Background: an optimization exercise with open tools, aiming at small area and a short achievable clock period. Do not read the settings as production practice.
Only simulation tests tie the RTL to the original design; equivalence was not proved.
Power figures rest on the tool's default switching activity, not on a simulated workload.

==> pepper: inputs <==
Design module_conv_kernel_1x2, start of the top module:
module module_conv_kernel_1x2
(
	input clk,
	input [71:0] ifm_win3x3,
	input [71:0] weight_win3x3_ch1,
	input [71:0] weight_win3x3_ch2,
	output [17:0] ofm_stream_ch1,
	output [17:0] ofm_stream_ch2
);
	reg [107:0] enc_r;
	reg [71:0] w1_r;
	reg [71:0] w2_r;
	reg [161:0] st1_ch1;
	reg [61:0] st2_ch1;
	reg [30:0] st3_ch1;
	reg [17:0] st4_ch1;
	reg [17:0] st5_ch1;
	reg [161:0] st1_ch2;
	reg [61:0] st2_ch2;
	reg [30:0] st3_ch2;
	reg [17:0] st4_ch2;
	reg [17:0] st5_ch2;
	wire one1;
	wire two2;
	wire ng3;
	wire nng4;
	wire e5;
	wire e6;
	wire e7;
	wire e8;
	wire one9;
	wire two10;
	wire ng11;
	wire nng12;
	wire e13;
	wire e14;
	wire e15;
	wire e16;
	wire one17;
	wire two18;
	wire ng19;
	wire nng20;
	wire e21;
	wire e22;
	wire e23;
	wire e24;
	wire one25;
	wire two26;
	wire ng27;
	wire nng28;
	wire e29;
	wire e30;
	wire e31;
	wire e32;
	wire one33;
	wire two34;
	wire ng35;
	wire nng36;
	wire e37;
	wire e38;
	wire e39;
	wire e40;
	wire one41;
	wire two42;
	wire ng43;
	wire nng44;
	wire e45;
	wire e46;
	wire e47;
	wire e48;
	wire one49;
	wire two50;
	wire ng51;
	wire nng52;
	wire e53;
	wire e54;
	wire e55;
	wire e56;
	wire one57;
	wire two58;
	wire ng59;
	wire nng60;
	wire e61;
	wire e62;
	wire e63;
	wire e64;
	wire one65;
	wire two66;
	wire ng67;
	wire nng68;
	wire e69;
	wire e70;
	wire e71;
  ...
Settings: LEC_CHECK=0, CAP_MARGIN=20, CORE_MARGIN=2, CORE_UTILIZATION=58, CTS_CLUSTER_DIAMETER=60, CTS_CLUSTER_SIZE=30, PLACE_DENSITY=0.7, SETUP_SLACK_MARGIN=3.72, SLEW_MARGIN=20, SYNTH_HIERARCHICAL=1, SYNTH_MINIMUM_KEEP_SIZE=0; clock period 6.0 ns.
standard.sh (not shown) runs the stock make flow with config.mk's settings and CLKGATE_MAP_FILE= SYNTH_SCRIPT=/design/flow/synth_recipe.tcl, a recipe that flattens the netlist after the stock synthesis.
==> flow/flow/run.sh <==
#!/bin/bash
set -e
cp standard.sh standard_sh_copy.log
export BUFFER_PORTS_ARGS="-buffer_cell sky130_fd_sc_hd__buf_1"
bash standard.sh > standard.log 2>&1
==> inputs of delta, as changes to pepper <==
==> flow/flow/run.sh (replaced) <==
#!/bin/bash
set -e
cp standard.sh standard_sh_copy.log
export BUFFER_PORTS_ARGS="-buffer_cell sky130_fd_sc_hd__buf_1"
export CTS_ARGS="-sink_clustering_enable -repair_clock_nets -sink_clustering_size 30 -sink_clustering_max_diameter 60 -dont_use_dummy_load"
bash standard.sh > standard.log 2>&1
Settings changed: CORE_UTILIZATION 58 to 62, PLACE_DENSITY 0.7 to 0.72, SETUP_SLACK_MARGIN 3.72 to 3.66.
==> inputs of ember, as changes to pepper <==
Settings changed: CORE_UTILIZATION 58 to 50, PLACE_DENSITY 0.7 to 0.65.
==> inputs of lagoon, as changes to pepper <==
==> flow/flow/run.sh (replaced) <==
#!/bin/bash
set -e
cp standard.sh standard_sh_copy.log
export BUFFER_PORTS_ARGS="-buffer_cell sky130_fd_sc_hd__buf_1"
export CTS_ARGS="-sink_clustering_enable -repair_clock_nets -sink_clustering_size 30 -sink_clustering_max_diameter 60 -dont_use_dummy_load"
bash standard.sh floorplan > standard_floorplan.log 2>&1
ODB=orfs/results/sky130hd/module_conv_kernel_1x2/base/2_floorplan.odb
openroad -no_init -exit flow/upsize.tcl -metrics upsize_metrics.json > upsize.log 2>&1 || { cat upsize.log; exit 1; }
bash standard.sh finish > standard.log 2>&1
==> flow/flow/upsize.tcl (new file) <==
# Give the enc_r registers (Booth-encoded pixel digits, high fanout) the
# dfxtp_4 drive strength of their dfxtp cell.
set odb orfs/results/sky130hd/module_conv_kernel_1x2/base/2_floorplan.odb
read_db $odb
set db [ord::get_db]
set m4 [$db findMaster sky130_fd_sc_hd__dfxtp_4]
set n 0
foreach inst [[ord::get_db_block] getInsts] {
  if {[string match "enc_r*" [$inst getName]] && [[$inst getMaster] getName] == "sky130_fd_sc_hd__dfxtp_1"} {
    $inst swapMaster $m4
    incr n
  }
}
puts "upsized $n enc_r registers to dfxtp_4"
write_db $odb
Settings changed: PLACE_DENSITY 0.7 to 0.8, SETUP_SLACK_MARGIN 3.72 to 3.7.
==> comparison table <==
| item | delta | pepper | lagoon | ember |
|---|---|---|---|---|
| Worst setup path startpoint | enc_r[26] | st5_ch1[5] | st5_ch1[5] | w2_r[21] |
| Tap cell count | 940 | 978 | 978 | 1155 |
| Net Sw Power | 11.0 mW | 12.2 mW | 11.4 mW | 12.1 mW |
| TritonCTS Buffers | 56 | 58 | 54 | 68 |
| Worst slack after detailed placement | 3.05 ns | 3.17 ns | 3.64 ns | 3.17 ns |
| Finished Layout Cells | 4608 | 4718 | 4657 | 4871 |
| Multi-input logic portion of the cell area | 0.550 | 0.537 | 0.546 | 0.535 |
| Utilization after layout | 0.680 | 0.647 | 0.633 | 0.561 |
| Hold path startpoint | st4_ch1[14] | st4_ch1[0] | st4_ch1[1] | st4_ch2[6] |
| Total placed instance area | 45300 sq um | 45300 sq um | 45700 sq um | 45500 sq um |
| Endpoint of the most critical register-to-register path | st1_ch1[11] | st1_ch1[152] | st2_ch2[44] | st1_ch2[44] |
| Max-slew headroom at the worst pin | 0.474 | 0.562 | 0.662 | 0.534 |
| Buffers & Inverters on Critical Path | 1 | 1 | 1 | 0 |
| Ratio of total power to cell area | 554 nW/um^2 | 581 nW/um^2 | 566 nW/um^2 | 583 nW/um^2 |
| Proportion of layout cells with a drive suffix above 1 | 0.0878 | 0.112 | 0.0879 | 0.0902 |
| Outcome | timing/DRC/antenna clean | timing/DRC/antenna clean | timing/DRC/antenna clean | timing/DRC/antenna clean |
| Die area | 73300 sq um | 78300 sq um | 78300 sq um | 90700 sq um |
| GRT Total Usage | 0.399 | 0.358 | 0.341 | 0.305 |
| Comb power | 13.1 mW | 13.7 mW | 13.7 mW | 13.4 mW |
| Sum of routed wire segments on met1 | 57400 um | 55500 um | 50900 um | 54500 um |
| Post-cts resize count | 165 | 145 | 40 | 127 |
| Initial antenna violation count | 7 | 10 | 7 | 4 |
| Half-perimeter wire length of the detailed placement result | 118000 um | 115000 um | 110000 um | 114000 um |
| Maximum fanout count along the critical path | 9 | 1 | 1 | 4 |
| Cell at the slowest stage of the critical path | fa_1 | dfxtp_2 | dfxtp_2 | fa_1 |
| Sequential share of power | 0.375 | 0.355 | 0.370 | 0.352 |

==> afterwards: timing with drivers on the ports <==
In the flow no input, the clock included, has a driving cell. The finished layouts below were timed again as built, in two steps.
Step 1 assumes that a clkbuf_16 drives the clock port and a buf_2 every other input.
Step 2 also shifts input and output timing later by t, the mid clock arrival at the registers, as if the neighbouring blocks saw the same clock.
Slacks: ideal / step 1 / step 2; pairs: ideal / step 1.
run	shift t [ns]	setup slack, ns	hold slack, ns	worst slew at a driven data input, ns	cell pins on the clock port's net
pepper	0.722	3.693 / 3.627 / 3.697	0.318 / 0.318 / 0.318	0.07	1
delta	0.706	3.563 / 3.563 / 3.563	0.318 / 0.318 / 0.318	0.08	1
ember	0.718	3.669 / 3.636 / 3.669	0.289 / 0.289 / 0.289	0.06	1
lagoon	0.701	3.692 / 3.622 / 3.705	0.299 / 0.299 / 0.299	0.05	1
After both steps every run listed still meets setup and hold.
